Source: an optimization exercise on an open RTL-to-GDS flow (aim: small area). Production flows keep margins and buffers that such runs may drop. Only simulation tests tie the RTL to the original design; equivalence was not proved. Power and IR drop assume default switching activity.

**flow/flow/run.sh**
```bash
#!/bin/bash
# The standard layout (standard.sh), with these changes:
#  - synthesis maps to the x1 (or x0) size of every cell: the platform's
#    don't-use list plus the larger sizes (flow/synth_dont_use.txt); ABC
#    otherwise upsizes the one-gate modules for a load they do not have.
#    Placement and timing repair may still use every size;
#  - the port buffers are the smallest buffer cell (buf_1);
#  - clock tree: clkbuf_4 buffers and no dummy loads.
# Each step's output goes to a log file of its own here; ORFS's own logs are
# under orfs/logs.
set -euo pipefail
bash standard.sh synth "DONT_USE_CELLS=$(cat flow/synth_dont_use.txt)" > synth.log 2>&1
export BUFFER_PORTS_ARGS="-buffer_cell sky130_fd_sc_hd__buf_1"
export CTS_ARGS="-sink_clustering_enable -repair_clock_nets -dont_use_dummy_load -buf_list sky130_fd_sc_hd__clkbuf_4"
bash standard.sh > layout.log 2>&1
```
**flow/flow/synth_dont_use.txt**
```
sky130_fd_sc_hd__probe_p_8 sky130_fd_sc_hd__probec_p_8 sky130_fd_sc_hd__lpflow_bleeder_1 sky130_fd_sc_hd__lpflow_clkbufkapwr_1 sky130_fd_sc_hd__lpflow_clkbufkapwr_16 sky130_fd_sc_hd__lpflow_clkbufkapwr_2 sky130_fd_sc_hd__lpflow_clkbufkapwr_4 sky130_fd_sc_hd__lpflow_clkbufkapwr_8 sky130_fd_sc_hd__lpflow_clkinvkapwr_1 sky130_fd_sc_hd__lpflow_clkinvkapwr_16 sky130_fd_sc_hd__lpflow_clkinvkapwr_2 sky130_fd_sc_hd__lpflow_clkinvkapwr_4 sky130_fd_sc_hd__lpflow_clkinvkapwr_8 sky130_fd_sc_hd__lpflow_decapkapwr_12 sky130_fd_sc_hd__lpflow_decapkapwr_3 sky130_fd_sc_hd__lpflow_decapkapwr_4 sky130_fd_sc_hd__lpflow_decapkapwr_6 sky130_fd_sc_hd__lpflow_decapkapwr_8 sky130_fd_sc_hd__lpflow_inputiso0n_1 sky130_fd_sc_hd__lpflow_inputiso0p_1 sky130_fd_sc_hd__lpflow_inputiso1n_1 sky130_fd_sc_hd__lpflow_inputiso1p_1 sky130_fd_sc_hd__lpflow_inputisolatch_1 sky130_fd_sc_hd__lpflow_isobufsrc_1 sky130_fd_sc_hd__lpflow_isobufsrc_16 sky130_fd_sc_hd__lpflow_isobufsrc_2 sky130_fd_sc_hd__lpflow_isobufsrc_4 sky130_fd_sc_hd__lpflow_isobufsrc_8 sky130_fd_sc_hd__lpflow_isobufsrckapwr_16 sky130_fd_sc_hd__lpflow_lsbuf_lh_hl_isowell_tap_1 sky130_fd_sc_hd__lpflow_lsbuf_lh_hl_isowell_tap_2 sky130_fd_sc_hd__lpflow_lsbuf_lh_hl_isowell_tap_4 sky130_fd_sc_hd__lpflow_lsbuf_lh_isowell_4 sky130_fd_sc_hd__lpflow_lsbuf_lh_isowell_tap_1 sky130_fd_sc_hd__lpflow_lsbuf_lh_isowell_tap_2 sky130_fd_sc_hd__lpflow_lsbuf_lh_isowell_tap_4 sky130_fd_sc_hd__fill_1 sky130_fd_sc_hd__fill_2 sky130_fd_sc_hd__fill_4 sky130_fd_sc_hd__fill_8 sky130_fd_sc_hd__a2111o_2 sky130_fd_sc_hd__a2111o_4 sky130_fd_sc_hd__a2111oi_2 sky130_fd_sc_hd__a2111oi_4 sky130_fd_sc_hd__a211o_2 sky130_fd_sc_hd__a211o_4 sky130_fd_sc_hd__a211oi_2 sky130_fd_sc_hd__a211oi_4 sky130_fd_sc_hd__a21bo_2 sky130_fd_sc_hd__a21bo_4 sky130_fd_sc_hd__a21boi_2 sky130_fd_sc_hd__a21boi_4 sky130_fd_sc_hd__a21o_2 sky130_fd_sc_hd__a21o_4 sky130_fd_sc_hd__a21oi_2 sky130_fd_sc_hd__a21oi_4 sky130_fd_sc_hd__a221o_2 sky130_fd_sc_hd__a221o_4 sky130_fd_sc_hd__a221oi_2 sky130_fd_sc_hd__a221oi_4 sky130_fd_sc_hd__a22o_2 sky130_fd_sc_hd__a22o_4 sky130_fd_sc_hd__a22oi_2 sky130_fd_sc_hd__a22oi_4 sky130_fd_sc_hd__a2bb2o_2 sky130_fd_sc_hd__a2bb2o_4 sky130_fd_sc_hd__a2bb2oi_2 sky130_fd_sc_hd__a2bb2oi_4 sky130_fd_sc_hd__a311o_2 sky130_fd_sc_hd__a311o_4 sky130_fd_sc_hd__a311oi_2 sky130_fd_sc_hd__a311oi_4 sky130_fd_sc_hd__a31o_2 sky130_fd_sc_hd__a31o_4 sky130_fd_sc_hd__a31oi_2 sky130_fd_sc_hd__a31oi_4 sky130_fd_sc_hd__a32o_2 sky130_fd_sc_hd__a32o_4 sky130_fd_sc_hd__a32oi_2 sky130_fd_sc_hd__a32oi_4 sky130_fd_sc_hd__a41o_2 sky130_fd_sc_hd__a41o_4 sky130_fd_sc_hd__a41oi_2 sky130_fd_sc_hd__a41oi_4 sky130_fd_sc_hd__and2_2 sky130_fd_sc_hd__and2_4 sky130_fd_sc_hd__and2b_2 sky130_fd_sc_hd__and2b_4 sky130_fd_sc_hd__and3_2 sky130_fd_sc_hd__and3_4 sky130_fd_sc_hd__and3b_2 sky130_fd_sc_hd__and3b_4 sky130_fd_sc_hd__and4_2 sky130_fd_sc_hd__and4_4 sky130_fd_sc_hd__and4b_2 sky130_fd_sc_hd__and4b_4 sky130_fd_sc_hd__and4bb_2 sky130_fd_sc_hd__and4bb_4 sky130_fd_sc_hd__buf_12 sky130_fd_sc_hd__buf_16 sky130_fd_sc_hd__buf_2 sky130_fd_sc_hd__buf_4 sky130_fd_sc_hd__buf_6 sky130_fd_sc_hd__buf_8 sky130_fd_sc_hd__bufbuf_16 sky130_fd_sc_hd__bufbuf_8 sky130_fd_sc_hd__bufinv_16 sky130_fd_sc_hd__bufinv_8 sky130_fd_sc_hd__clkbuf_16 sky130_fd_sc_hd__clkbuf_2 sky130_fd_sc_hd__clkbuf_4 sky130_fd_sc_hd__clkbuf_8 sky130_fd_sc_hd__clkdlybuf4s15_2 sky130_fd_sc_hd__clkdlybuf4s18_2 sky130_fd_sc_hd__clkdlybuf4s25_2 sky130_fd_sc_hd__clkdlybuf4s50_2 sky130_fd_sc_hd__clkinv_16 sky130_fd_sc_hd__clkinv_2 sky130_fd_sc_hd__clkinv_4 sky130_fd_sc_hd__clkinv_8 sky130_fd_sc_hd__clkinvlp_2 sky130_fd_sc_hd__clkinvlp_4 sky130_fd_sc_hd__decap_12 sky130_fd_sc_hd__decap_3 sky130_fd_sc_hd__decap_4 sky130_fd_sc_hd__decap_6 sky130_fd_sc_hd__decap_8 sky130_fd_sc_hd__dfbbn_2 sky130_fd_sc_hd__dfrbp_2 sky130_fd_sc_hd__dfrtp_2 sky130_fd_sc_hd__dfrtp_4 sky130_fd_sc_hd__dfsbp_2 sky130_fd_sc_hd__dfstp_2 sky130_fd_sc_hd__dfstp_4 sky130_fd_sc_hd__dfxbp_2 sky130_fd_sc_hd__dfxtp_2 sky130_fd_sc_hd__dfxtp_4 sky130_fd_sc_hd__diode_2 sky130_fd_sc_hd__dlclkp_2 sky130_fd_sc_hd__dlclkp_4 sky130_fd_sc_hd__dlrbn_2 sky130_fd_sc_hd__dlrbp_2 sky130_fd_sc_hd__dlrtn_2 sky130_fd_sc_hd__dlrtn_4 sky130_fd_sc_hd__dlrtp_2 sky130_fd_sc_hd__dlrtp_4 sky130_fd_sc_hd__dlxbn_2 sky130_fd_sc_hd__dlxtn_2 sky130_fd_sc_hd__dlxtn_4 sky130_fd_sc_hd__ebufn_2 sky130_fd_sc_hd__ebufn_4 sky130_fd_sc_hd__ebufn_8 sky130_fd_sc_hd__einvn_2 sky130_fd_sc_hd__einvn_4 sky130_fd_sc_hd__einvn_8 sky130_fd_sc_hd__einvp_2 sky130_fd_sc_hd__einvp_4 sky130_fd_sc_hd__einvp_8 sky130_fd_sc_hd__fa_2 sky130_fd_sc_hd__fa_4 sky130_fd_sc_hd__ha_2 sky130_fd_sc_hd__ha_4 sky130_fd_sc_hd__inv_12 sky130_fd_sc_hd__inv_16 sky130_fd_sc_hd__inv_2 sky130_fd_sc_hd__inv_4 sky130_fd_sc_hd__inv_6 sky130_fd_sc_hd__inv_8 sky130_fd_sc_hd__maj3_2 sky130_fd_sc_hd__maj3_4 sky130_fd_sc_hd__mux2_2 sky130_fd_sc_hd__mux2_4 sky130_fd_sc_hd__mux2_8 sky130_fd_sc_hd__mux2i_2 sky130_fd_sc_hd__mux2i_4 sky130_fd_sc_hd__mux4_2 sky130_fd_sc_hd__mux4_4 sky130_fd_sc_hd__nand2_2 sky130_fd_sc_hd__nand2_4 sky130_fd_sc_hd__nand2_8 sky130_fd_sc_hd__nand2b_2 sky130_fd_sc_hd__nand2b_4 sky130_fd_sc_hd__nand3_2 sky130_fd_sc_hd__nand3_4 sky130_fd_sc_hd__nand3b_2 sky130_fd_sc_hd__nand3b_4 sky130_fd_sc_hd__nand4_2 sky130_fd_sc_hd__nand4_4 sky130_fd_sc_hd__nand4b_2 sky130_fd_sc_hd__nand4b_4 sky130_fd_sc_hd__nand4bb_2 sky130_fd_sc_hd__nand4bb_4 sky130_fd_sc_hd__nor2_2 sky130_fd_sc_hd__nor2_4 sky130_fd_sc_hd__nor2_8 sky130_fd_sc_hd__nor2b_2 sky130_fd_sc_hd__nor2b_4 sky130_fd_sc_hd__nor3_2 sky130_fd_sc_hd__nor3_4 sky130_fd_sc_hd__nor3b_2 sky130_fd_sc_hd__nor3b_4 sky130_fd_sc_hd__nor4_2 sky130_fd_sc_hd__nor4_4 sky130_fd_sc_hd__nor4b_2 sky130_fd_sc_hd__nor4b_4 sky130_fd_sc_hd__nor4bb_2 sky130_fd_sc_hd__nor4bb_4 sky130_fd_sc_hd__o2111a_2 sky130_fd_sc_hd__o2111a_4 sky130_fd_sc_hd__o2111ai_2 sky130_fd_sc_hd__o2111ai_4 sky130_fd_sc_hd__o211a_2 sky130_fd_sc_hd__o211a_4 sky130_fd_sc_hd__o211ai_2 sky130_fd_sc_hd__o211ai_4 sky130_fd_sc_hd__o21a_2 sky130_fd_sc_hd__o21a_4 sky130_fd_sc_hd__o21ai_2 sky130_fd_sc_hd__o21ai_4 sky130_fd_sc_hd__o21ba_2 sky130_fd_sc_hd__o21ba_4 sky130_fd_sc_hd__o21bai_2 sky130_fd_sc_hd__o21bai_4 sky130_fd_sc_hd__o221a_2 sky130_fd_sc_hd__o221a_4 sky130_fd_sc_hd__o221ai_2 sky130_fd_sc_hd__o221ai_4 sky130_fd_sc_hd__o22a_2 sky130_fd_sc_hd__o22a_4 sky130_fd_sc_hd__o22ai_2 sky130_fd_sc_hd__o22ai_4 sky130_fd_sc_hd__o2bb2a_2 sky130_fd_sc_hd__o2bb2a_4 sky130_fd_sc_hd__o2bb2ai_2 sky130_fd_sc_hd__o2bb2ai_4 sky130_fd_sc_hd__o311a_2 sky130_fd_sc_hd__o311a_4 sky130_fd_sc_hd__o311ai_2 sky130_fd_sc_hd__o311ai_4 sky130_fd_sc_hd__o31a_2 sky130_fd_sc_hd__o31a_4 sky130_fd_sc_hd__o31ai_2 sky130_fd_sc_hd__o31ai_4 sky130_fd_sc_hd__o32a_2 sky130_fd_sc_hd__o32a_4 sky130_fd_sc_hd__o32ai_2 sky130_fd_sc_hd__o32ai_4 sky130_fd_sc_hd__o41a_2 sky130_fd_sc_hd__o41a_4 sky130_fd_sc_hd__o41ai_2 sky130_fd_sc_hd__o41ai_4 sky130_fd_sc_hd__or2_2 sky130_fd_sc_hd__or2_4 sky130_fd_sc_hd__or2b_2 sky130_fd_sc_hd__or2b_4 sky130_fd_sc_hd__or3_2 sky130_fd_sc_hd__or3_4 sky130_fd_sc_hd__or3b_2 sky130_fd_sc_hd__or3b_4 sky130_fd_sc_hd__or4_2 sky130_fd_sc_hd__or4_4 sky130_fd_sc_hd__or4b_2 sky130_fd_sc_hd__or4b_4 sky130_fd_sc_hd__or4bb_2 sky130_fd_sc_hd__or4bb_4 sky130_fd_sc_hd__sdfbbn_2 sky130_fd_sc_hd__sdfrbp_2 sky130_fd_sc_hd__sdfrtp_2 sky130_fd_sc_hd__sdfrtp_4 sky130_fd_sc_hd__sdfsbp_2 sky130_fd_sc_hd__sdfstp_2 sky130_fd_sc_hd__sdfstp_4 sky130_fd_sc_hd__sdfxbp_2 sky130_fd_sc_hd__sdfxtp_2 sky130_fd_sc_hd__sdfxtp_4 sky130_fd_sc_hd__sdlclkp_2 sky130_fd_sc_hd__sdlclkp_4 sky130_fd_sc_hd__sedfxbp_2 sky130_fd_sc_hd__sedfxtp_2 sky130_fd_sc_hd__sedfxtp_4 sky130_fd_sc_hd__xnor2_2 sky130_fd_sc_hd__xnor2_4 sky130_fd_sc_hd__xnor3_2 sky130_fd_sc_hd__xnor3_4 sky130_fd_sc_hd__xor2_2 sky130_fd_sc_hd__xor2_4 sky130_fd_sc_hd__xor3_2 sky130_fd_sc_hd__xor3_4
```
**flow/standard.sh**
```bash
#!/bin/bash
# synth_recipe.tcl (not shown) runs the flow's synth.tcl, then flattens the netlist and writes it again
# the make line also repeats each setting of config.mk as NAME=value (left out here)
make -C /OpenROAD-flow-scripts/flow DESIGN_CONFIG=/design/flow/config.mk WORK_HOME=/design/flow/orfs CLKGATE_MAP_FILE= SYNTH_SCRIPT=/design/flow/synth_recipe.tcl "${@:-finish}"
```
**flow/config.mk**
```make
export PLATFORM = sky130hd
export DESIGN_NAME = ALU_top
export DESIGN_NICKNAME = ALU_top
export VERILOG_FILES = /design/flow/design.v
export SDC_FILE = /design/flow/constraint.sdc
export NUM_CORES = 4
export LEC_CHECK = 0
export CAP_MARGIN = 20
export CORE_MARGIN = 2
export CORE_UTILIZATION = 70
export SLEW_MARGIN = 20
export SYNTH_HIERARCHICAL = 1
export SYNTH_MINIMUM_KEEP_SIZE = 1
```
**flow/constraint.sdc**
```tcl
create_clock -name core_clock -period 4.5 [get_ports {clk}]
set_input_delay 0.9000 -clock core_clock [delete_from_list [all_inputs] [get_ports {clk}]]
set_output_delay 0.9000 -clock core_clock [all_outputs]
set_load 0.01 [all_outputs]
```
**flow/design.v**
```verilog
`timescale 1ns / 1ps
module ALU_top(
    input clk,
    input [31:0] a,
    input [31:0] b,
    input [3:0] f,
    output reg [31:0] y,
    output reg [3:0] zero
    );
    reg  [31:0] a_r, b_r;
    reg  [3:0]  f_r;
    wire [31:0] y_c;
    wire [3:0]  zero_c;
    ALU u_alu(.a(a_r), .b(b_r), .f(f_r), .y(y_c), .zero(zero_c));
    always @(posedge clk) begin
        a_r  <= a;
        b_r  <= b;
        f_r  <= f;
        y    <= y_c;
        zero <= zero_c;
    end
endmodule

`timescale 1ns / 1ps
module ALU(
   input signed [31:0] a, b,
   input [3:0] f,
   output signed [31:0] y,
   output [3:0] zero
   );
   wire bb0, p0, g0, bb1, pn1, gn1, bb2, p2, g2, bb3, pn3, gn3, bb4, p4, g4, bb5, pn5, gn5, qn0, yb0, cn1, l1, q1, y1, c2, qn2, y2, cn3, l3, q3, y3, c4, qn4, y4, cn5, l5, q5, y5, c6, bb6, p6, g6, bb7, pn7, gn7, bb8, p8, g8, bb9, pn9, gn9, bb10, p10, g10, bb11, pn11, gn11, bb12, p12, g12, bb13, pn13, gn13, qn6, y6, cn7, l7, q7, y7, c8, qn8, y8, cn9, l9, q9, y9, c10, qn10, y10, cn11, l11, q11, y11, c12, qn12, y12, cn13, l13, q13, y13, gx6, G6_7, Gn6_8, G6_9, Gn6_10, G6_11, Gn6_12, G6_13, Px6, Pw6, P6, Cn14, bb14, pn14, gn14, bb15, p15, g15, bb16, pn16, gn16, bb17, p17, g17, bb18, pn18, gn18, bb19, p19, g19, l14, q14, y14, c15, qn15, y15, cn16, l16, q16, y16, c17, qn17, y17, cn18, l18, q18, y18, c19, qn19, y19, gx14, Gn14_15, G14_16, Gn14_17, G14_18, Gn14_19, Px14, Pw14, Pn14, C20, bb20, p20, g20, bb21, pn21, gn21, bb22, p22, g22, bb23, pn23, gn23, bb24, p24, g24, qn20, y20, cn21, l21, q21, y21, c22, qn22, y22, cn23, l23, q23, y23, c24, qn24, y24, gx20, G20_21, Gn20_22, G20_23, Gn20_24, Px20, Pw20, P20, Cn25, bb25, pn25, gn25, bb26, p26, g26, bb27, pn27, gn27, bb28, p28, g28, l25, q25, y25, c26, qn26, y26, cn27, l27, q27, y27, c28, qn28, y28, gx25, Gn25_26, G25_27, Gn25_28, Px25, Pw25, Pn25, C29, bb29, p29, g29, bb30, pn30, gn30, bb31, p31, g31, qn29, y29, cn30, l30, q30, y30, c31, qn31, y31, cn32, slt, y0, z0, z1, z2, z3, z4, z5, z6, z7, m1, m2, zr;
   wire K1, K2, K3, K1n, K2n, K3n, S7;
   alu_ctrl u_ctrl (.f(f), .K1(K1), .K2(K2), .K3(K3), .K1n(K1n), .K2n(K2n), .K3n(K3n), .S7(S7));
   g_xor2 u_bb0 (.a(b[0]), .b(f[2]), .y(bb0));
   g_xor2 u_p0 (.a(a[0]), .b(bb0), .y(p0));
   g_and2 u_g0 (.a(a[0]), .b(bb0), .y(g0));
   g_xor2 u_bb1 (.a(b[1]), .b(f[2]), .y(bb1));
   g_xnor2 u_pn1 (.a(a[1]), .b(bb1), .y(pn1));
   g_nand2 u_gn1 (.a(a[1]), .b(bb1), .y(gn1));
   g_xor2 u_bb2 (.a(b[2]), .b(f[2]), .y(bb2));
   g_xor2 u_p2 (.a(a[2]), .b(bb2), .y(p2));
   g_and2 u_g2 (.a(a[2]), .b(bb2), .y(g2));
   g_xor2 u_bb3 (.a(b[3]), .b(f[2]), .y(bb3));
   g_xnor2 u_pn3 (.a(a[3]), .b(bb3), .y(pn3));
   g_nand2 u_gn3 (.a(a[3]), .b(bb3), .y(gn3));
   g_xor2 u_bb4 (.a(b[4]), .b(f[2]), .y(bb4));
   g_xor2 u_p4 (.a(a[4]), .b(bb4), .y(p4));
   g_and2 u_g4 (.a(a[4]), .b(bb4), .y(g4));
   g_xor2 u_bb5 (.a(b[5]), .b(f[2]), .y(bb5));
   g_xnor2 u_pn5 (.a(a[5]), .b(bb5), .y(pn5));
   g_nand2 u_gn5 (.a(a[5]), .b(bb5), .y(gn5));
   g_a222oi u_qn0 (.a1(K1), .a2(f[2]), .b1(K2), .b2(g0), .c1(K3), .c2(p0), .y(qn0));
   g_xnor2 u_yb0 (.a(p0), .b(qn0), .y(yb0));
   g_a21oi u_cn1 (.a1(p0), .a2(f[2]), .b1(g0), .y(cn1));
   g_o22ai u_l1 (.a1(K2n), .a2(gn1), .b1(K3n), .b2(pn1), .y(l1));
   g_o21bai u_q1 (.a1(K1n), .a2(cn1), .b1n(l1), .y(q1));
   g_xnor2 u_y1 (.a(pn1), .b(q1), .y(y1));
   g_o21ai u_c2 (.a1(pn1), .a2(cn1), .b1(gn1), .y(c2));
   g_a222oi u_qn2 (.a1(K1), .a2(c2), .b1(K2), .b2(g2), .c1(K3), .c2(p2), .y(qn2));
   g_xnor2 u_y2 (.a(p2), .b(qn2), .y(y2));
   g_a21oi u_cn3 (.a1(p2), .a2(c2), .b1(g2), .y(cn3));
   g_o22ai u_l3 (.a1(K2n), .a2(gn3), .b1(K3n), .b2(pn3), .y(l3));
   g_o21bai u_q3 (.a1(K1n), .a2(cn3), .b1n(l3), .y(q3));
   g_xnor2 u_y3 (.a(pn3), .b(q3), .y(y3));
   g_o21ai u_c4 (.a1(pn3), .a2(cn3), .b1(gn3), .y(c4));
   g_a222oi u_qn4 (.a1(K1), .a2(c4), .b1(K2), .b2(g4), .c1(K3), .c2(p4), .y(qn4));
   g_xnor2 u_y4 (.a(p4), .b(qn4), .y(y4));
   g_a21oi u_cn5 (.a1(p4), .a2(c4), .b1(g4), .y(cn5));
   g_o22ai u_l5 (.a1(K2n), .a2(gn5), .b1(K3n), .b2(pn5), .y(l5));
   g_o21bai u_q5 (.a1(K1n), .a2(cn5), .b1n(l5), .y(q5));
   g_xnor2 u_y5 (.a(pn5), .b(q5), .y(y5));
   g_o21ai u_c6 (.a1(pn5), .a2(cn5), .b1(gn5), .y(c6));
   g_xor2 u_bb6 (.a(b[6]), .b(f[2]), .y(bb6));
   g_xor2 u_p6 (.a(a[6]), .b(bb6), .y(p6));
   g_and2 u_g6 (.a(a[6]), .b(bb6), .y(g6));
   g_xor2 u_bb7 (.a(b[7]), .b(f[2]), .y(bb7));
   g_xnor2 u_pn7 (.a(a[7]), .b(bb7), .y(pn7));
   g_nand2 u_gn7 (.a(a[7]), .b(bb7), .y(gn7));
   g_xor2 u_bb8 (.a(b[8]), .b(f[2]), .y(bb8));
   g_xor2 u_p8 (.a(a[8]), .b(bb8), .y(p8));
   g_and2 u_g8 (.a(a[8]), .b(bb8), .y(g8));
   g_xor2 u_bb9 (.a(b[9]), .b(f[2]), .y(bb9));
   g_xnor2 u_pn9 (.a(a[9]), .b(bb9), .y(pn9));
   g_nand2 u_gn9 (.a(a[9]), .b(bb9), .y(gn9));
   g_xor2 u_bb10 (.a(b[10]), .b(f[2]), .y(bb10));
   g_xor2 u_p10 (.a(a[10]), .b(bb10), .y(p10));
   g_and2 u_g10 (.a(a[10]), .b(bb10), .y(g10));
   g_xor2 u_bb11 (.a(b[11]), .b(f[2]), .y(bb11));
   g_xnor2 u_pn11 (.a(a[11]), .b(bb11), .y(pn11));
   g_nand2 u_gn11 (.a(a[11]), .b(bb11), .y(gn11));
   g_xor2 u_bb12 (.a(b[12]), .b(f[2]), .y(bb12));
   g_xor2 u_p12 (.a(a[12]), .b(bb12), .y(p12));
   g_and2 u_g12 (.a(a[12]), .b(bb12), .y(g12));
   g_xor2 u_bb13 (.a(b[13]), .b(f[2]), .y(bb13));
   g_xnor2 u_pn13 (.a(a[13]), .b(bb13), .y(pn13));
   g_nand2 u_gn13 (.a(a[13]), .b(bb13), .y(gn13));
   g_a222oi u_qn6 (.a1(K1), .a2(c6), .b1(K2), .b2(g6), .c1(K3), .c2(p6), .y(qn6));
   g_xnor2 u_y6 (.a(p6), .b(qn6), .y(y6));
   g_a21oi u_cn7 (.a1(p6), .a2(c6), .b1(g6), .y(cn7));
   g_o22ai u_l7 (.a1(K2n), .a2(gn7), .b1(K3n), .b2(pn7), .y(l7));
   g_o21bai u_q7 (.a1(K1n), .a2(cn7), .b1n(l7), .y(q7));
   g_xnor2 u_y7 (.a(pn7), .b(q7), .y(y7));
   g_o21ai u_c8 (.a1(pn7), .a2(cn7), .b1(gn7), .y(c8));
   g_a222oi u_qn8 (.a1(K1), .a2(c8), .b1(K2), .b2(g8), .c1(K3), .c2(p8), .y(qn8));
   g_xnor2 u_y8 (.a(p8), .b(qn8), .y(y8));
   g_a21oi u_cn9 (.a1(p8), .a2(c8), .b1(g8), .y(cn9));
   g_o22ai u_l9 (.a1(K2n), .a2(gn9), .b1(K3n), .b2(pn9), .y(l9));
   g_o21bai u_q9 (.a1(K1n), .a2(cn9), .b1n(l9), .y(q9));
   g_xnor2 u_y9 (.a(pn9), .b(q9), .y(y9));
   g_o21ai u_c10 (.a1(pn9), .a2(cn9), .b1(gn9), .y(c10));
   g_a222oi u_qn10 (.a1(K1), .a2(c10), .b1(K2), .b2(g10), .c1(K3), .c2(p10), .y(qn10));
   g_xnor2 u_y10 (.a(p10), .b(qn10), .y(y10));
   g_a21oi u_cn11 (.a1(p10), .a2(c10), .b1(g10), .y(cn11));
   g_o22ai u_l11 (.a1(K2n), .a2(gn11), .b1(K3n), .b2(pn11), .y(l11));
   g_o21bai u_q11 (.a1(K1n), .a2(cn11), .b1n(l11), .y(q11));
   g_xnor2 u_y11 (.a(pn11), .b(q11), .y(y11));
   g_o21ai u_c12 (.a1(pn11), .a2(cn11), .b1(gn11), .y(c12));
   g_a222oi u_qn12 (.a1(K1), .a2(c12), .b1(K2), .b2(g12), .c1(K3), .c2(p12), .y(qn12));
   g_xnor2 u_y12 (.a(p12), .b(qn12), .y(y12));
   g_a21oi u_cn13 (.a1(p12), .a2(c12), .b1(g12), .y(cn13));
   g_o22ai u_l13 (.a1(K2n), .a2(gn13), .b1(K3n), .b2(pn13), .y(l13));
   g_o21bai u_q13 (.a1(K1n), .a2(cn13), .b1n(l13), .y(q13));
   g_xnor2 u_y13 (.a(pn13), .b(q13), .y(y13));
   g_nand2 u_gx6 (.a(a[6]), .b(bb6), .y(gx6));
   g_o21ai u_G6_7 (.a1(pn7), .a2(gx6), .b1(gn7), .y(G6_7));
   g_a21oi u_Gn6_8 (.a1(p8), .a2(G6_7), .b1(g8), .y(Gn6_8));
   g_o21ai u_G6_9 (.a1(pn9), .a2(Gn6_8), .b1(gn9), .y(G6_9));
   g_a21oi u_Gn6_10 (.a1(p10), .a2(G6_9), .b1(g10), .y(Gn6_10));
   g_o21ai u_G6_11 (.a1(pn11), .a2(Gn6_10), .b1(gn11), .y(G6_11));
   g_a21oi u_Gn6_12 (.a1(p12), .a2(G6_11), .b1(g12), .y(Gn6_12));
   g_o21ai u_G6_13 (.a1(pn13), .a2(Gn6_12), .b1(gn13), .y(G6_13));
   g_nand4 u_Px6 (.a(p6), .b(p8), .c(p10), .d(p12), .y(Px6));
   g_nor4 u_Pw6 (.a(pn7), .b(pn9), .c(pn11), .d(pn13), .y(Pw6));
   g_nor2b u_P6 (.a(Px6), .bn(Pw6), .y(P6));
   g_a21oi u_Cn14 (.a1(P6), .a2(c6), .b1(G6_13), .y(Cn14));
   g_xor2 u_bb14 (.a(b[14]), .b(f[2]), .y(bb14));
   g_xnor2 u_pn14 (.a(a[14]), .b(bb14), .y(pn14));
   g_nand2 u_gn14 (.a(a[14]), .b(bb14), .y(gn14));
   g_xor2 u_bb15 (.a(b[15]), .b(f[2]), .y(bb15));
   g_xor2 u_p15 (.a(a[15]), .b(bb15), .y(p15));
   g_and2 u_g15 (.a(a[15]), .b(bb15), .y(g15));
   g_xor2 u_bb16 (.a(b[16]), .b(f[2]), .y(bb16));
   g_xnor2 u_pn16 (.a(a[16]), .b(bb16), .y(pn16));
   g_nand2 u_gn16 (.a(a[16]), .b(bb16), .y(gn16));
   g_xor2 u_bb17 (.a(b[17]), .b(f[2]), .y(bb17));
   g_xor2 u_p17 (.a(a[17]), .b(bb17), .y(p17));
   g_and2 u_g17 (.a(a[17]), .b(bb17), .y(g17));
   g_xor2 u_bb18 (.a(b[18]), .b(f[2]), .y(bb18));
   g_xnor2 u_pn18 (.a(a[18]), .b(bb18), .y(pn18));
   g_nand2 u_gn18 (.a(a[18]), .b(bb18), .y(gn18));
   g_xor2 u_bb19 (.a(b[19]), .b(f[2]), .y(bb19));
   g_xor2 u_p19 (.a(a[19]), .b(bb19), .y(p19));
   g_and2 u_g19 (.a(a[19]), .b(bb19), .y(g19));
   g_o22ai u_l14 (.a1(K2n), .a2(gn14), .b1(K3n), .b2(pn14), .y(l14));
   g_o21bai u_q14 (.a1(K1n), .a2(Cn14), .b1n(l14), .y(q14));
   g_xnor2 u_y14 (.a(pn14), .b(q14), .y(y14));
   g_o21ai u_c15 (.a1(pn14), .a2(Cn14), .b1(gn14), .y(c15));
   g_a222oi u_qn15 (.a1(K1), .a2(c15), .b1(K2), .b2(g15), .c1(K3), .c2(p15), .y(qn15));
   g_xnor2 u_y15 (.a(p15), .b(qn15), .y(y15));
   g_a21oi u_cn16 (.a1(p15), .a2(c15), .b1(g15), .y(cn16));
   g_o22ai u_l16 (.a1(K2n), .a2(gn16), .b1(K3n), .b2(pn16), .y(l16));
   g_o21bai u_q16 (.a1(K1n), .a2(cn16), .b1n(l16), .y(q16));
   g_xnor2 u_y16 (.a(pn16), .b(q16), .y(y16));
   g_o21ai u_c17 (.a1(pn16), .a2(cn16), .b1(gn16), .y(c17));
   g_a222oi u_qn17 (.a1(K1), .a2(c17), .b1(K2), .b2(g17), .c1(K3), .c2(p17), .y(qn17));
   g_xnor2 u_y17 (.a(p17), .b(qn17), .y(y17));
   g_a21oi u_cn18 (.a1(p17), .a2(c17), .b1(g17), .y(cn18));
   g_o22ai u_l18 (.a1(K2n), .a2(gn18), .b1(K3n), .b2(pn18), .y(l18));
   g_o21bai u_q18 (.a1(K1n), .a2(cn18), .b1n(l18), .y(q18));
   g_xnor2 u_y18 (.a(pn18), .b(q18), .y(y18));
   g_o21ai u_c19 (.a1(pn18), .a2(cn18), .b1(gn18), .y(c19));
   g_a222oi u_qn19 (.a1(K1), .a2(c19), .b1(K2), .b2(g19), .c1(K3), .c2(p19), .y(qn19));
   g_xnor2 u_y19 (.a(p19), .b(qn19), .y(y19));
   g_and2 u_gx14 (.a(a[14]), .b(bb14), .y(gx14));
   g_a21oi u_Gn14_15 (.a1(p15), .a2(gx14), .b1(g15), .y(Gn14_15));
   g_o21ai u_G14_16 (.a1(pn16), .a2(Gn14_15), .b1(gn16), .y(G14_16));
   g_a21oi u_Gn14_17 (.a1(p17), .a2(G14_16), .b1(g17), .y(Gn14_17));
   g_o21ai u_G14_18 (.a1(pn18), .a2(Gn14_17), .b1(gn18), .y(G14_18));
   g_a21oi u_Gn14_19 (.a1(p19), .a2(G14_18), .b1(g19), .y(Gn14_19));
   g_nand3 u_Px14 (.a(p15), .b(p17), .c(p19), .y(Px14));
   g_nor3 u_Pw14 (.a(pn14), .b(pn16), .c(pn18), .y(Pw14));
   g_nand2b u_Pn14 (.an(Px14), .b(Pw14), .y(Pn14));
   g_o21ai u_C20 (.a1(Pn14), .a2(Cn14), .b1(Gn14_19), .y(C20));
   g_xor2 u_bb20 (.a(b[20]), .b(f[2]), .y(bb20));
   g_xor2 u_p20 (.a(a[20]), .b(bb20), .y(p20));
   g_and2 u_g20 (.a(a[20]), .b(bb20), .y(g20));
   g_xor2 u_bb21 (.a(b[21]), .b(f[2]), .y(bb21));
   g_xnor2 u_pn21 (.a(a[21]), .b(bb21), .y(pn21));
   g_nand2 u_gn21 (.a(a[21]), .b(bb21), .y(gn21));
   g_xor2 u_bb22 (.a(b[22]), .b(f[2]), .y(bb22));
   g_xor2 u_p22 (.a(a[22]), .b(bb22), .y(p22));
   g_and2 u_g22 (.a(a[22]), .b(bb22), .y(g22));
   g_xor2 u_bb23 (.a(b[23]), .b(f[2]), .y(bb23));
   g_xnor2 u_pn23 (.a(a[23]), .b(bb23), .y(pn23));
   g_nand2 u_gn23 (.a(a[23]), .b(bb23), .y(gn23));
   g_xor2 u_bb24 (.a(b[24]), .b(f[2]), .y(bb24));
   g_xor2 u_p24 (.a(a[24]), .b(bb24), .y(p24));
   g_and2 u_g24 (.a(a[24]), .b(bb24), .y(g24));
   g_a222oi u_qn20 (.a1(K1), .a2(C20), .b1(K2), .b2(g20), .c1(K3), .c2(p20), .y(qn20));
   g_xnor2 u_y20 (.a(p20), .b(qn20), .y(y20));
   g_a21oi u_cn21 (.a1(p20), .a2(C20), .b1(g20), .y(cn21));
   g_o22ai u_l21 (.a1(K2n), .a2(gn21), .b1(K3n), .b2(pn21), .y(l21));
   g_o21bai u_q21 (.a1(K1n), .a2(cn21), .b1n(l21), .y(q21));
   g_xnor2 u_y21 (.a(pn21), .b(q21), .y(y21));
   g_o21ai u_c22 (.a1(pn21), .a2(cn21), .b1(gn21), .y(c22));
   g_a222oi u_qn22 (.a1(K1), .a2(c22), .b1(K2), .b2(g22), .c1(K3), .c2(p22), .y(qn22));
   g_xnor2 u_y22 (.a(p22), .b(qn22), .y(y22));
   g_a21oi u_cn23 (.a1(p22), .a2(c22), .b1(g22), .y(cn23));
   g_o22ai u_l23 (.a1(K2n), .a2(gn23), .b1(K3n), .b2(pn23), .y(l23));
   g_o21bai u_q23 (.a1(K1n), .a2(cn23), .b1n(l23), .y(q23));
   g_xnor2 u_y23 (.a(pn23), .b(q23), .y(y23));
   g_o21ai u_c24 (.a1(pn23), .a2(cn23), .b1(gn23), .y(c24));
   g_a222oi u_qn24 (.a1(K1), .a2(c24), .b1(K2), .b2(g24), .c1(K3), .c2(p24), .y(qn24));
   g_xnor2 u_y24 (.a(p24), .b(qn24), .y(y24));
   g_nand2 u_gx20 (.a(a[20]), .b(bb20), .y(gx20));
   g_o21ai u_G20_21 (.a1(pn21), .a2(gx20), .b1(gn21), .y(G20_21));
   g_a21oi u_Gn20_22 (.a1(p22), .a2(G20_21), .b1(g22), .y(Gn20_22));
   g_o21ai u_G20_23 (.a1(pn23), .a2(Gn20_22), .b1(gn23), .y(G20_23));
   g_a21oi u_Gn20_24 (.a1(p24), .a2(G20_23), .b1(g24), .y(Gn20_24));
   g_nand3 u_Px20 (.a(p20), .b(p22), .c(p24), .y(Px20));
   g_nor2 u_Pw20 (.a(pn21), .b(pn23), .y(Pw20));
   g_nor2b u_P20 (.a(Px20), .bn(Pw20), .y(P20));
   g_a21boi u_Cn25 (.a1(P20), .a2(C20), .b1n(Gn20_24), .y(Cn25));
   g_xor2 u_bb25 (.a(b[25]), .b(f[2]), .y(bb25));
   g_xnor2 u_pn25 (.a(a[25]), .b(bb25), .y(pn25));
   g_nand2 u_gn25 (.a(a[25]), .b(bb25), .y(gn25));
   g_xor2 u_bb26 (.a(b[26]), .b(f[2]), .y(bb26));
   g_xor2 u_p26 (.a(a[26]), .b(bb26), .y(p26));
   g_and2 u_g26 (.a(a[26]), .b(bb26), .y(g26));
   g_xor2 u_bb27 (.a(b[27]), .b(f[2]), .y(bb27));
   g_xnor2 u_pn27 (.a(a[27]), .b(bb27), .y(pn27));
   g_nand2 u_gn27 (.a(a[27]), .b(bb27), .y(gn27));
   g_xor2 u_bb28 (.a(b[28]), .b(f[2]), .y(bb28));
   g_xor2 u_p28 (.a(a[28]), .b(bb28), .y(p28));
   g_and2 u_g28 (.a(a[28]), .b(bb28), .y(g28));
   g_o22ai u_l25 (.a1(K2n), .a2(gn25), .b1(K3n), .b2(pn25), .y(l25));
   g_o21bai u_q25 (.a1(K1n), .a2(Cn25), .b1n(l25), .y(q25));
   g_xnor2 u_y25 (.a(pn25), .b(q25), .y(y25));
   g_o21ai u_c26 (.a1(pn25), .a2(Cn25), .b1(gn25), .y(c26));
   g_a222oi u_qn26 (.a1(K1), .a2(c26), .b1(K2), .b2(g26), .c1(K3), .c2(p26), .y(qn26));
   g_xnor2 u_y26 (.a(p26), .b(qn26), .y(y26));
   g_a21oi u_cn27 (.a1(p26), .a2(c26), .b1(g26), .y(cn27));
   g_o22ai u_l27 (.a1(K2n), .a2(gn27), .b1(K3n), .b2(pn27), .y(l27));
   g_o21bai u_q27 (.a1(K1n), .a2(cn27), .b1n(l27), .y(q27));
   g_xnor2 u_y27 (.a(pn27), .b(q27), .y(y27));
   g_o21ai u_c28 (.a1(pn27), .a2(cn27), .b1(gn27), .y(c28));
   g_a222oi u_qn28 (.a1(K1), .a2(c28), .b1(K2), .b2(g28), .c1(K3), .c2(p28), .y(qn28));
   g_xnor2 u_y28 (.a(p28), .b(qn28), .y(y28));
   g_and2 u_gx25 (.a(a[25]), .b(bb25), .y(gx25));
   g_a21oi u_Gn25_26 (.a1(p26), .a2(gx25), .b1(g26), .y(Gn25_26));
   g_o21ai u_G25_27 (.a1(pn27), .a2(Gn25_26), .b1(gn27), .y(G25_27));
   g_a21oi u_Gn25_28 (.a1(p28), .a2(G25_27), .b1(g28), .y(Gn25_28));
   g_nand2 u_Px25 (.a(p26), .b(p28), .y(Px25));
   g_nor2 u_Pw25 (.a(pn25), .b(pn27), .y(Pw25));
   g_nand2b u_Pn25 (.an(Px25), .b(Pw25), .y(Pn25));
   g_o21ai u_C29 (.a1(Pn25), .a2(Cn25), .b1(Gn25_28), .y(C29));
   g_xor2 u_bb29 (.a(b[29]), .b(f[2]), .y(bb29));
   g_xor2 u_p29 (.a(a[29]), .b(bb29), .y(p29));
   g_and2 u_g29 (.a(a[29]), .b(bb29), .y(g29));
   g_xor2 u_bb30 (.a(b[30]), .b(f[2]), .y(bb30));
   g_xnor2 u_pn30 (.a(a[30]), .b(bb30), .y(pn30));
   g_nand2 u_gn30 (.a(a[30]), .b(bb30), .y(gn30));
   g_xor2 u_bb31 (.a(b[31]), .b(f[2]), .y(bb31));
   g_xor2 u_p31 (.a(a[31]), .b(bb31), .y(p31));
   g_and2 u_g31 (.a(a[31]), .b(bb31), .y(g31));
   g_a222oi u_qn29 (.a1(K1), .a2(C29), .b1(K2), .b2(g29), .c1(K3), .c2(p29), .y(qn29));
   g_xnor2 u_y29 (.a(p29), .b(qn29), .y(y29));
   g_a21oi u_cn30 (.a1(p29), .a2(C29), .b1(g29), .y(cn30));
   g_o22ai u_l30 (.a1(K2n), .a2(gn30), .b1(K3n), .b2(pn30), .y(l30));
   g_o21bai u_q30 (.a1(K1n), .a2(cn30), .b1n(l30), .y(q30));
   g_xnor2 u_y30 (.a(pn30), .b(q30), .y(y30));
   g_o21ai u_c31 (.a1(pn30), .a2(cn30), .b1(gn30), .y(c31));
   g_a222oi u_qn31 (.a1(K1), .a2(c31), .b1(K2), .b2(g31), .c1(K3), .c2(p31), .y(qn31));
   g_xnor2 u_y31 (.a(p31), .b(qn31), .y(y31));
   g_a21oi u_cn32 (.a1(p31), .a2(c31), .b1(g31), .y(cn32));
   g_xnor2 u_slt (.a(p31), .b(cn32), .y(slt));
   g_a21o u_y0 (.a1(S7), .a2(slt), .b1(yb0), .y(y0));
   g_nor4 u_z0 (.a(y1), .b(y2), .c(y3), .d(y4), .y(z0));
   g_nor4 u_z1 (.a(y5), .b(y6), .c(y7), .d(y8), .y(z1));
   g_nor4 u_z2 (.a(y9), .b(y10), .c(y11), .d(y12), .y(z2));
   g_nor4 u_z3 (.a(y13), .b(y14), .c(y15), .d(y16), .y(z3));
   g_nor4 u_z4 (.a(y17), .b(y18), .c(y19), .d(y20), .y(z4));
   g_nor4 u_z5 (.a(y21), .b(y22), .c(y23), .d(y24), .y(z5));
   g_nor4 u_z6 (.a(y25), .b(y26), .c(y27), .d(y28), .y(z6));
   g_nor2 u_z7 (.a(y29), .b(y30), .y(z7));
   g_nand4 u_m1 (.a(z0), .b(z1), .c(z2), .d(z3), .y(m1));
   g_nand4 u_m2 (.a(z4), .b(z5), .c(z6), .d(z7), .y(m2));
   g_nor4 u_zr (.a(m1), .b(m2), .c(y31), .d(y0), .y(zr));
   assign y = {y31, y30, y29, y28, y27, y26, y25, y24, y23, y22, y21, y20, y19, y18, y17, y16, y15, y14, y13, y12, y11, y10, y9, y8, y7, y6, y5, y4, y3, y2, y1, y0};
   assign zero = {3'b000, zr};
endmodule
module alu_ctrl(input [3:0] f, output K1, K2, K3, K1n, K2n, K3n, S7);
   assign K1 = ~f[3] & f[1] & ~f[0];
   assign K2 = ~f[3] & ~f[1];
   assign K3 = f[3] | (~f[1] & ~f[0]) | (f[2] & f[1] & f[0]);
   assign K1n = ~(~f[3] & f[1] & ~f[0]);
   assign K2n = ~(~f[3] & ~f[1]);
   assign K3n = ~(f[3] | (~f[1] & ~f[0]) | (f[2] & f[1] & f[0]));
   assign S7 = ~f[3] & f[2] & f[1] & f[0];
endmodule
module g_a21boi(input a1, a2, b1n, output y);
   assign y = ~((a1 & a2) | ~b1n);
endmodule
module g_a21o(input a1, a2, b1, output y);
   assign y = (a1 & a2) | b1;
endmodule
module g_a21oi(input a1, a2, b1, output y);
   assign y = ~((a1 & a2) | b1);
endmodule
module g_a222oi(input a1, a2, b1, b2, c1, c2, output y);
   assign y = ~((a1 & a2) | (b1 & b2) | (c1 & c2));
endmodule
module g_and2(input a, b, output y);
   assign y = ~(~a | ~b);
endmodule
module g_nand2(input a, b, output y);
   assign y = ~(a & b);
endmodule
module g_nand2b(input an, b, output y);
   assign y = ~(~an & b);
endmodule
module g_nand3(input a, b, c, output y);
   assign y = ~(a & b & c);
endmodule
module g_nand4(input a, b, c, d, output y);
   assign y = ~(a & b & c & d);
endmodule
module g_nor2(input a, b, output y);
   assign y = ~(a | b);
endmodule
module g_nor2b(input a, bn, output y);
   assign y = ~(a | ~bn);
endmodule
module g_nor3(input a, b, c, output y);
   assign y = ~(a | b | c);
endmodule
module g_nor4(input a, b, c, d, output y);
   assign y = ~(a | b | c | d);
endmodule
module g_o21ai(input a1, a2, b1, output y);
   assign y = ~((a1 | a2) & b1);
endmodule
module g_o21bai(input a1, a2, b1n, output y);
   assign y = ~((a1 | a2) & ~b1n);
endmodule
module g_o22ai(input a1, a2, b1, b2, output y);
   assign y = ~((a1 | a2) & (b1 | b2));
endmodule
module g_xnor2(input a, b, output y);
   assign y = (a & b) | (~a & ~b);
endmodule
module g_xor2(input a, b, output y);
   assign y = (a & ~b) | (~a & b);
endmodule
```
==> results.txt, run 1 <==
number of warnings reported in the yosys synthesis log 1; last flow stage reached synthesis (1_2_yosys); error text reported by the tool ERROR: TCL interpreter returned an error: The step that buffers pass-through wires placed cells that are on DONT_USE_CELLS: 3 sky130_fd_sc_hd__buf_4 (a module's cells ...; run status aborted with a tool error
==> run 2: changes to the inputs <==
--- a/flow/flow/run.sh
+++ b/flow/flow/run.sh
@@ -6,5 +6,5 @@
 #    Placement and timing repair may still use every size;
 #  - the port buffers are the smallest buffer cell (buf_1);
-#  - clock tree: clkbuf_4 buffers and no dummy loads.
+#  - clock tree: clkbuf_8 buffers and no dummy loads.
 # Each step's output goes to a log file of its own here; ORFS's own logs are
 # under orfs/logs.
@@ -12,4 +12,4 @@
 bash standard.sh synth "DONT_USE_CELLS=$(cat flow/synth_dont_use.txt)" > synth.log 2>&1
 export BUFFER_PORTS_ARGS="-buffer_cell sky130_fd_sc_hd__buf_1"
-export CTS_ARGS="-sink_clustering_enable -repair_clock_nets -dont_use_dummy_load -buf_list sky130_fd_sc_hd__clkbuf_4"
+export CTS_ARGS="-sink_clustering_enable -repair_clock_nets -dont_use_dummy_load -buf_list sky130_fd_sc_hd__clkbuf_8"
 bash standard.sh > layout.log 2>&1
--- a/flow/config.mk
+++ b/flow/config.mk
@@ -8,5 +8,5 @@
 export CAP_MARGIN = 20
 export CORE_MARGIN = 2
-export CORE_UTILIZATION = 70
+export CORE_UTILIZATION = 40
 export SLEW_MARGIN = 20
 export SYNTH_HIERARCHICAL = 1
==> run 2 against run 1 <==
The run again fails in synthesis (1_2_yosys).
==> results.txt, run 2 <==
run status aborted with a tool error; last flow stage reached synthesis (1_2_yosys); error text reported by the tool ERROR: TCL interpreter returned an error: The step that buffers pass-through wires placed cells that are on DONT_USE_CELLS: 3 sky130_fd_sc_hd__buf_4 (a module's cells ...; number of warnings reported in the yosys synthesis log 1
==> run 3: changes to the inputs <==
==> flow/flow/synth_dont_use.txt (replaced) <==
sky130_fd_sc_hd__probe_p_8 sky130_fd_sc_hd__probec_p_8 sky130_fd_sc_hd__lpflow_bleeder_1 sky130_fd_sc_hd__lpflow_clkbufkapwr_1 sky130_fd_sc_hd__lpflow_clkbufkapwr_16 sky130_fd_sc_hd__lpflow_clkbufkapwr_2 sky130_fd_sc_hd__lpflow_clkbufkapwr_4 sky130_fd_sc_hd__lpflow_clkbufkapwr_8 sky130_fd_sc_hd__lpflow_clkinvkapwr_1 sky130_fd_sc_hd__lpflow_clkinvkapwr_16 sky130_fd_sc_hd__lpflow_clkinvkapwr_2 sky130_fd_sc_hd__lpflow_clkinvkapwr_4 sky130_fd_sc_hd__lpflow_clkinvkapwr_8 sky130_fd_sc_hd__lpflow_decapkapwr_12 sky130_fd_sc_hd__lpflow_decapkapwr_3 sky130_fd_sc_hd__lpflow_decapkapwr_4 sky130_fd_sc_hd__lpflow_decapkapwr_6 sky130_fd_sc_hd__lpflow_decapkapwr_8 sky130_fd_sc_hd__lpflow_inputiso0n_1 sky130_fd_sc_hd__lpflow_inputiso0p_1 sky130_fd_sc_hd__lpflow_inputiso1n_1 sky130_fd_sc_hd__lpflow_inputiso1p_1 sky130_fd_sc_hd__lpflow_inputisolatch_1 sky130_fd_sc_hd__lpflow_isobufsrc_1 sky130_fd_sc_hd__lpflow_isobufsrc_16 sky130_fd_sc_hd__lpflow_isobufsrc_2 sky130_fd_sc_hd__lpflow_isobufsrc_4 sky130_fd_sc_hd__lpflow_isobufsrc_8 sky130_fd_sc_hd__lpflow_isobufsrckapwr_16 sky130_fd_sc_hd__lpflow_lsbuf_lh_hl_isowell_tap_1 sky130_fd_sc_hd__lpflow_lsbuf_lh_hl_isowell_tap_2 sky130_fd_sc_hd__lpflow_lsbuf_lh_hl_isowell_tap_4 sky130_fd_sc_hd__lpflow_lsbuf_lh_isowell_4 sky130_fd_sc_hd__lpflow_lsbuf_lh_isowell_tap_1 sky130_fd_sc_hd__lpflow_lsbuf_lh_isowell_tap_2 sky130_fd_sc_hd__lpflow_lsbuf_lh_isowell_tap_4 sky130_fd_sc_hd__a2111o_2 sky130_fd_sc_hd__a2111o_4 sky130_fd_sc_hd__a2111oi_2 sky130_fd_sc_hd__a2111oi_4 sky130_fd_sc_hd__a211o_2 sky130_fd_sc_hd__a211o_4 sky130_fd_sc_hd__a211oi_2 sky130_fd_sc_hd__a211oi_4 sky130_fd_sc_hd__a21bo_2 sky130_fd_sc_hd__a21bo_4 sky130_fd_sc_hd__a21boi_2 sky130_fd_sc_hd__a21boi_4 sky130_fd_sc_hd__a21o_2 sky130_fd_sc_hd__a21o_4 sky130_fd_sc_hd__a21oi_2 sky130_fd_sc_hd__a21oi_4 sky130_fd_sc_hd__a221o_2 sky130_fd_sc_hd__a221o_4 sky130_fd_sc_hd__a221oi_2 sky130_fd_sc_hd__a221oi_4 sky130_fd_sc_hd__a22o_2 sky130_fd_sc_hd__a22o_4 sky130_fd_sc_hd__a22oi_2 sky130_fd_sc_hd__a22oi_4 sky130_fd_sc_hd__a2bb2o_2 sky130_fd_sc_hd__a2bb2o_4 sky130_fd_sc_hd__a2bb2oi_2 sky130_fd_sc_hd__a2bb2oi_4 sky130_fd_sc_hd__a311o_2 sky130_fd_sc_hd__a311o_4 sky130_fd_sc_hd__a311oi_2 sky130_fd_sc_hd__a311oi_4 sky130_fd_sc_hd__a31o_2 sky130_fd_sc_hd__a31o_4 sky130_fd_sc_hd__a31oi_2 sky130_fd_sc_hd__a31oi_4 sky130_fd_sc_hd__a32o_2 sky130_fd_sc_hd__a32o_4 sky130_fd_sc_hd__a32oi_2 sky130_fd_sc_hd__a32oi_4 sky130_fd_sc_hd__a41o_2 sky130_fd_sc_hd__a41o_4 sky130_fd_sc_hd__a41oi_2 sky130_fd_sc_hd__a41oi_4 sky130_fd_sc_hd__and2_2 sky130_fd_sc_hd__and2_4 sky130_fd_sc_hd__and2b_2 sky130_fd_sc_hd__and2b_4 sky130_fd_sc_hd__and3_2 sky130_fd_sc_hd__and3_4 sky130_fd_sc_hd__and3b_2 sky130_fd_sc_hd__and3b_4 sky130_fd_sc_hd__and4_2 sky130_fd_sc_hd__and4_4 sky130_fd_sc_hd__and4b_2 sky130_fd_sc_hd__and4b_4 sky130_fd_sc_hd__and4bb_2 sky130_fd_sc_hd__and4bb_4 sky130_fd_sc_hd__buf_12 sky130_fd_sc_hd__buf_16 sky130_fd_sc_hd__buf_2 sky130_fd_sc_hd__buf_6 sky130_fd_sc_hd__buf_8 sky130_fd_sc_hd__bufbuf_16 sky130_fd_sc_hd__bufbuf_8 sky130_fd_sc_hd__bufinv_16 sky130_fd_sc_hd__bufinv_8 sky130_fd_sc_hd__clkbuf_16 sky130_fd_sc_hd__clkbuf_2 sky130_fd_sc_hd__clkbuf_4 sky130_fd_sc_hd__clkbuf_8 sky130_fd_sc_hd__clkdlybuf4s15_2 sky130_fd_sc_hd__clkdlybuf4s18_2 sky130_fd_sc_hd__clkdlybuf4s25_2 sky130_fd_sc_hd__clkdlybuf4s50_2 sky130_fd_sc_hd__clkinv_16 sky130_fd_sc_hd__clkinv_2 sky130_fd_sc_hd__clkinv_4 sky130_fd_sc_hd__clkinv_8 sky130_fd_sc_hd__clkinvlp_2 sky130_fd_sc_hd__clkinvlp_4 sky130_fd_sc_hd__decap_12 sky130_fd_sc_hd__decap_3 sky130_fd_sc_hd__decap_4 sky130_fd_sc_hd__decap_6 sky130_fd_sc_hd__decap_8 sky130_fd_sc_hd__dfbbn_2 sky130_fd_sc_hd__dfrbp_2 sky130_fd_sc_hd__dfrtp_2 sky130_fd_sc_hd__dfrtp_4 sky130_fd_sc_hd__dfsbp_2 sky130_fd_sc_hd__dfstp_2 sky130_fd_sc_hd__dfstp_4 sky130_fd_sc_hd__dfxbp_2 sky130_fd_sc_hd__dfxtp_2 sky130_fd_sc_hd__dfxtp_4 sky130_fd_sc_hd__diode_2 sky130_fd_sc_hd__dlclkp_2 sky130_fd_sc_hd__dlclkp_4 sky130_fd_sc_hd__dlrbn_2 sky130_fd_sc_hd__dlrbp_2 sky130_fd_sc_hd__dlrtn_2 sky130_fd_sc_hd__dlrtn_4 sky130_fd_sc_hd__dlrtp_2 sky130_fd_sc_hd__dlrtp_4 sky130_fd_sc_hd__dlxbn_2 sky130_fd_sc_hd__dlxtn_2 sky130_fd_sc_hd__dlxtn_4 sky130_fd_sc_hd__ebufn_2 sky130_fd_sc_hd__ebufn_4 sky130_fd_sc_hd__ebufn_8 sky130_fd_sc_hd__einvn_2 sky130_fd_sc_hd__einvn_4 sky130_fd_sc_hd__einvn_8 sky130_fd_sc_hd__einvp_2 sky130_fd_sc_hd__einvp_4 sky130_fd_sc_hd__einvp_8 sky130_fd_sc_hd__fa_2 sky130_fd_sc_hd__fa_4 sky130_fd_sc_hd__ha_2 sky130_fd_sc_hd__ha_4 sky130_fd_sc_hd__inv_12 sky130_fd_sc_hd__inv_16 sky130_fd_sc_hd__inv_2 sky130_fd_sc_hd__inv_4 sky130_fd_sc_hd__inv_6 sky130_fd_sc_hd__inv_8 sky130_fd_sc_hd__maj3_2 sky130_fd_sc_hd__maj3_4 sky130_fd_sc_hd__mux2_2 sky130_fd_sc_hd__mux2_4 sky130_fd_sc_hd__mux2_8 sky130_fd_sc_hd__mux2i_2 sky130_fd_sc_hd__mux2i_4 sky130_fd_sc_hd__mux4_2 sky130_fd_sc_hd__mux4_4 sky130_fd_sc_hd__nand2_2 sky130_fd_sc_hd__nand2_4 sky130_fd_sc_hd__nand2_8 sky130_fd_sc_hd__nand2b_2 sky130_fd_sc_hd__nand2b_4 sky130_fd_sc_hd__nand3_2 sky130_fd_sc_hd__nand3_4 sky130_fd_sc_hd__nand3b_2 sky130_fd_sc_hd__nand3b_4 sky130_fd_sc_hd__nand4_2 sky130_fd_sc_hd__nand4_4 sky130_fd_sc_hd__nand4b_2 sky130_fd_sc_hd__nand4b_4 sky130_fd_sc_hd__nand4bb_2 sky130_fd_sc_hd__nand4bb_4 sky130_fd_sc_hd__nor2_2 sky130_fd_sc_hd__nor2_4 sky130_fd_sc_hd__nor2_8 sky130_fd_sc_hd__nor2b_2 sky130_fd_sc_hd__nor2b_4 sky130_fd_sc_hd__nor3_2 sky130_fd_sc_hd__nor3_4 sky130_fd_sc_hd__nor3b_2 sky130_fd_sc_hd__nor3b_4 sky130_fd_sc_hd__nor4_2 sky130_fd_sc_hd__nor4_4 sky130_fd_sc_hd__nor4b_2 sky130_fd_sc_hd__nor4b_4 sky130_fd_sc_hd__nor4bb_2 sky130_fd_sc_hd__nor4bb_4 sky130_fd_sc_hd__o2111a_2 sky130_fd_sc_hd__o2111a_4 sky130_fd_sc_hd__o2111ai_2 sky130_fd_sc_hd__o2111ai_4 sky130_fd_sc_hd__o211a_2 sky130_fd_sc_hd__o211a_4 sky130_fd_sc_hd__o211ai_2 sky130_fd_sc_hd__o211ai_4 sky130_fd_sc_hd__o21a_2 sky130_fd_sc_hd__o21a_4 sky130_fd_sc_hd__o21ai_2 sky130_fd_sc_hd__o21ai_4 sky130_fd_sc_hd__o21ba_2 sky130_fd_sc_hd__o21ba_4 sky130_fd_sc_hd__o21bai_2 sky130_fd_sc_hd__o21bai_4 sky130_fd_sc_hd__o221a_2 sky130_fd_sc_hd__o221a_4 sky130_fd_sc_hd__o221ai_2 sky130_fd_sc_hd__o221ai_4 sky130_fd_sc_hd__o22a_2 sky130_fd_sc_hd__o22a_4 sky130_fd_sc_hd__o22ai_2 sky130_fd_sc_hd__o22ai_4 sky130_fd_sc_hd__o2bb2a_2 sky130_fd_sc_hd__o2bb2a_4 sky130_fd_sc_hd__o2bb2ai_2 sky130_fd_sc_hd__o2bb2ai_4 sky130_fd_sc_hd__o311a_2 sky130_fd_sc_hd__o311a_4 sky130_fd_sc_hd__o311ai_2 sky130_fd_sc_hd__o311ai_4 sky130_fd_sc_hd__o31a_2 sky130_fd_sc_hd__o31a_4 sky130_fd_sc_hd__o31ai_2 sky130_fd_sc_hd__o31ai_4 sky130_fd_sc_hd__o32a_2 sky130_fd_sc_hd__o32a_4 sky130_fd_sc_hd__o32ai_2 sky130_fd_sc_hd__o32ai_4 sky130_fd_sc_hd__o41a_2 sky130_fd_sc_hd__o41a_4 sky130_fd_sc_hd__o41ai_2 sky130_fd_sc_hd__o41ai_4 sky130_fd_sc_hd__or2_2 sky130_fd_sc_hd__or2_4 sky130_fd_sc_hd__or2b_2 sky130_fd_sc_hd__or2b_4 sky130_fd_sc_hd__or3_2 sky130_fd_sc_hd__or3_4 sky130_fd_sc_hd__or3b_2 sky130_fd_sc_hd__or3b_4 sky130_fd_sc_hd__or4_2 sky130_fd_sc_hd__or4_4 sky130_fd_sc_hd__or4b_2 sky130_fd_sc_hd__or4b_4 sky130_fd_sc_hd__or4bb_2 sky130_fd_sc_hd__or4bb_4 sky130_fd_sc_hd__sdfbbn_2 sky130_fd_sc_hd__sdfrbp_2 sky130_fd_sc_hd__sdfrtp_2 sky130_fd_sc_hd__sdfrtp_4 sky130_fd_sc_hd__sdfsbp_2 sky130_fd_sc_hd__sdfstp_2 sky130_fd_sc_hd__sdfstp_4 sky130_fd_sc_hd__sdfxbp_2 sky130_fd_sc_hd__sdfxtp_2 sky130_fd_sc_hd__sdfxtp_4 sky130_fd_sc_hd__sdlclkp_2 sky130_fd_sc_hd__sdlclkp_4 sky130_fd_sc_hd__sedfxbp_2 sky130_fd_sc_hd__sedfxtp_2 sky130_fd_sc_hd__sedfxtp_4 sky130_fd_sc_hd__xnor2_2 sky130_fd_sc_hd__xnor2_4 sky130_fd_sc_hd__xnor3_2 sky130_fd_sc_hd__xnor3_4 sky130_fd_sc_hd__xor2_2 sky130_fd_sc_hd__xor2_4 sky130_fd_sc_hd__xor3_2 sky130_fd_sc_hd__xor3_4
--- a/flow/config.mk
+++ b/flow/config.mk
@@ -8,5 +8,5 @@
 export CAP_MARGIN = 20
 export CORE_MARGIN = 2
-export CORE_UTILIZATION = 40
+export CORE_UTILIZATION = 70
 export SLEW_MARGIN = 20
 export SYNTH_HIERARCHICAL = 1
==> run 3 against run 2 <==
The run now finishes clean.
==> results.txt, run 3 <==
Setup Fix Bufs, Post-CTS 0; class of the most critical setup path register to register; Core Footprint 0.00544 mm2; area of the multi-input gates approximately 0.0019 mm2; worst min path class input port to register; first-pass GRT wire length between 10 and 15 mm; sink of the worst hold path a_r[25]; area added between synthesis and finish 17.3%; leakage between 1.5 and 2 nW; via count of the first global-routing pass just over 3000; combined area of all synthesized cells just under 0.004 mm2; clock slew at reported path FFs roughly 0.08 ns; sequential area share after synthesis about 52%; Worst Setup End Kind register; filler instances between 300 and 400; placed cell area 0.00441 mm2; clock latency reported for the late side of the worst-skew pair roughly 0.35 ns; top cell type's share of synthesized area between 50% and 60%; row cnt 27; Data required, critical path ~4.8 ns; worst vdd ir ~280 uV; remaining number of nets flagged by the antenna check after routing 0; maximum clock insertion buffer count 2; Final Core Density a little over four fifths; predominant post-synthesis flop cell sky130_fd_sc_hd__dfxtp_1; worst slew pin tran around 0.73 ns; count of final max-slew check failures 0; number of DRC violations after detailed-routing iteration 0 around 360; #FFs+latches synth around 100; number of buffers added by the clock tree synthesis step 9; most frequent cells in the layout sky130_fd_sc_hd__buf_1 (101), sky130_fd_sc_hd__dfxtp_1 (100), sky130_fd_sc_hd__xor2_1 (49); Chip Width 78.7 um; post-synthesis instance total approximately 370; combined global-route utilization of all metal layers between 20% and 30%; # Max-Cap Violations 0; residual DRC count 0; worst reg2reg endpoint zero[0]; nets 554; reg-to-reg slack, setup just over 0.2 ns; startpoint kind of the worst setup timing path register; diode insertion count for antenna repair 0; 1st-pass router iterations 6; FFs w/ async S/R, synth 0%; mean routed wirelength per cell roughly 16 um; H-tree levels 3; source of the worst register-to-register timing path f_r[2]; starting density of the core between 70% and 80%; vertical die dimension about 80 um; run status no timing/DRC/antenna violations; register area about 0.0020 mm2; routed wire length between 9 and 10 mm; most used cell, CP sky130_fd_sc_hd__a21oi_1; chain of cells forming the critical path xor2_1 > xor2_1 > a21oi_1 > o21ai_1 > a21oi_1 > o21ai_1 > a21oi_1 > o21ai_2 > a21oi_1 > o21ai_1 > a21oi_1 > o21ai_1 > a21oi_1 > o21ai_1 > a222oi_1 > xnor2_1 > nor4_2 > nand4_1 > nor4_1; worst slew slack as a fraction of its limit 50.8%; Power per Cell Area 455 mW/mm2; Clock Skews approximately 0.013 ns; root buf cell sky130_fd_sc_hd__clkbuf_8; CTS tree yes; placer congestion estimate about 0.85; Reg2Reg Depth 19; final period utilization 95.4%; commonest non-fill, non-tap cell in the layout sky130_fd_sc_hd__buf_1; count of pins on the block boundary 105; biggest fanout along the worst timing path 9; top cells by count, synth sky130_fd_sc_hd__dfxtp_1 (101), sky130_fd_sc_hd__xor2_1 (49), sky130_fd_sc_hd__xnor2_1 (48), sky130_fd_sc_hd__a21oi_1 (25), sky130_fd_sc_hd__o21ai_1 (25); proportion of layout cells with a drive suffix above 1 approximately 5.2%; Final HPWL DP 6.23 mm; number of library cell types mapped by synthesis 27; Final TNS setup 0 ns; slowest cell delay on critical path roughly 0.43 ns; Period minus WS final between 4 and 5 ns; Post-synth EDFFs 0; signal arrival time at the worst endpoint roughly 4.6 ns; Port-buffer cells about 100; maximum frequency from static timing analysis ~0.23 GHz; final hold viol count 0; Syn Area/Cell 10.6 um2; ranking of synthesized cells by area sky130_fd_sc_hd__dfxtp_1 (52%), sky130_fd_sc_hd__xor2_1 (11%), sky130_fd_sc_hd__xnor2_1 (11%), sky130_fd_sc_hd__a222oi_1 (4.4%), sky130_fd_sc_hd__a21oi_1 (3.2%); via total after detailed routing ~3300; Hold Buf Count CTS 0; launch point of the worst hold path a[25]; number of warnings reported in the yosys synthesis log 7; most instantiated library cell after synthesis sky130_fd_sc_hd__dfxtp_1; total setup violations reported at the end of the flow 0; detail-routed via count per cell around 5.9; largest registers a_r x32, b_r x32, y x32; post-synth top area cell sky130_fd_sc_hd__dfxtp_1; GRT overflow 0; largest net degree at the start of global routing 19; post-cts resize count 0; total clock sinks ~100; Layout Cell Area excl Fill ~0.0046 mm2; number of antenna violations at the first check in global routing 0; total die area about 0.0062 mm2; hold-critical path depth 1; Crit-path slowest cell sky130_fd_sc_hd__dfxtp_4
run 3: Yosys stat by module, one instance, submodules excluded, excerpt:
module,flops+latches,area (um2),copies in the design
ALU_top,101,2050,1
g_a21boi,0,7.51,1
g_a21o,0,7.51,1
g_a222oi,0,10.0,17
g_and2,0,6.26,19
g_nand2,0,3.75,18
g_nand2b,0,6.26,2
g_nor2,0,3.75,3
g_nor2b,0,6.26,2
g_nor4,0,6.26,9
g_o21ai,0,5.00,25
g_o21bai,0,7.51,15
g_o22ai,0,6.26,15
g_xnor2,0,8.76,48
g_xor2,0,8.76,49
run 3: metal layers:
metal / track usage, % / share of wire [%] / vias up
li1: - / - / 1539
met1: 33.0 / 37 / 1527
met2: 52.0 / 51 / 203
met3: 8.30 / 8.5 / 23
met4: 10.2 / 2.5 / 0
met5: 0 / 0 / -
run 3: cells by family (layout without fill, tap and decap cells):
logic type      count (synthesis)  in the layout  synth area share [%]
flops                         101            101                  51.8
compound gates                 99             99                  16.4
xor+xnor                       97             97                  21.8
simple gates                   66             66                  9.16
buf+inv                         5            117                 0.769
other cells                     1              3                0.0960
run 3: worst max path at each step:
stage,from,end,slack (ns),cells past startpoint
2_1_floorplan,f_r[2],zero[0],0.47,20
3_3_place_gp,f_r[2],zero[0],0.48,19
3_5_place_dp,f_r[2],zero[0],0.28,19
4_1_cts,f_r[2],zero[0],0.17,19
5_1_grt,f_r[2],zero[0],-0.09,19
6_report,f_r[2],zero[0],0.21,19
run 3: power by group:
part / leakage [nW] / internal (W) / total (W) / switching, W
clock network: 0.0647 / 0.000180 / 0.000429 / 0.000250
registers: 0.852 / 0.00102 / 0.00107 / 0.0000491
logic: 0.779 / 0.000228 / 0.000584 / 0.000356
run 3: layout make-up:
cell class,count,area share (%)
tap,72,1.97
inverter,2,0.164
multi-input combinational,265,41.8
sequential,101,44.2
clock buffer,9,2.70
timing repair buffer,106,9.10
run 3: worst max-delay path, delay by kind of cell, from the launching register on:
kind	cells	cell delay, ns
simple gates	3	0.72
xor+xnor	3	0.52
compound gates	13	2.52
flops	1	0.43
run 3: through the flow:
| step | hold WS [ns] | total power, W | cells | setup slack (ns) |
|---|---|---|---|---|
| 2_1_floorplan | 0.592 | 0.00147 | 371 | 0.473 |
| 3_3_place_gp | 0.614 | 0.00162 | 546 | 0.477 |
| 3_5_place_dp | 0.637 | 0.00164 | 546 | 0.279 |
| 4_1_cts | 0.616 | 0.00206 | 555 | 0.172 |
| 5_1_grt | 0.607 | 0.00219 | 555 | -0.0861 |
| 6_report | 0.629 | 0.00208 | 555 | 0.208 |

==> separate check: timing with driven ports <==
The flow's constraints put no driver on any port. The routed layout listed below was extracted and timed again, unchanged, in two steps.
Step 1 sets driving cells, clkbuf_16 on the clock port and buf_2 on the other inputs (assumed; they add their load-dependent delay and slew).
Step 2 adds t to the input delays and takes it off the output delays; t is the mean of the earliest and latest rising clock arrival at the registers after step 1. Input paths then give back, and output paths get back, about the clock's delay inside the block.
a / b / c = ideal ports / drivers / drivers and shift; a / b = the first two.
run: run 3
t, ns: 0.377
slack for setup (ns): 0.208 / 0.208 / 0.208
worst register clock-pin slew, ns: 0.08 / 0.08
worst data-port slew with drivers (ns): 0.04
After both steps setup and hold are still met in run 3. The setup slack of run 3 moves by 0.000 ns with the drivers and by 0.000 ns with both steps.
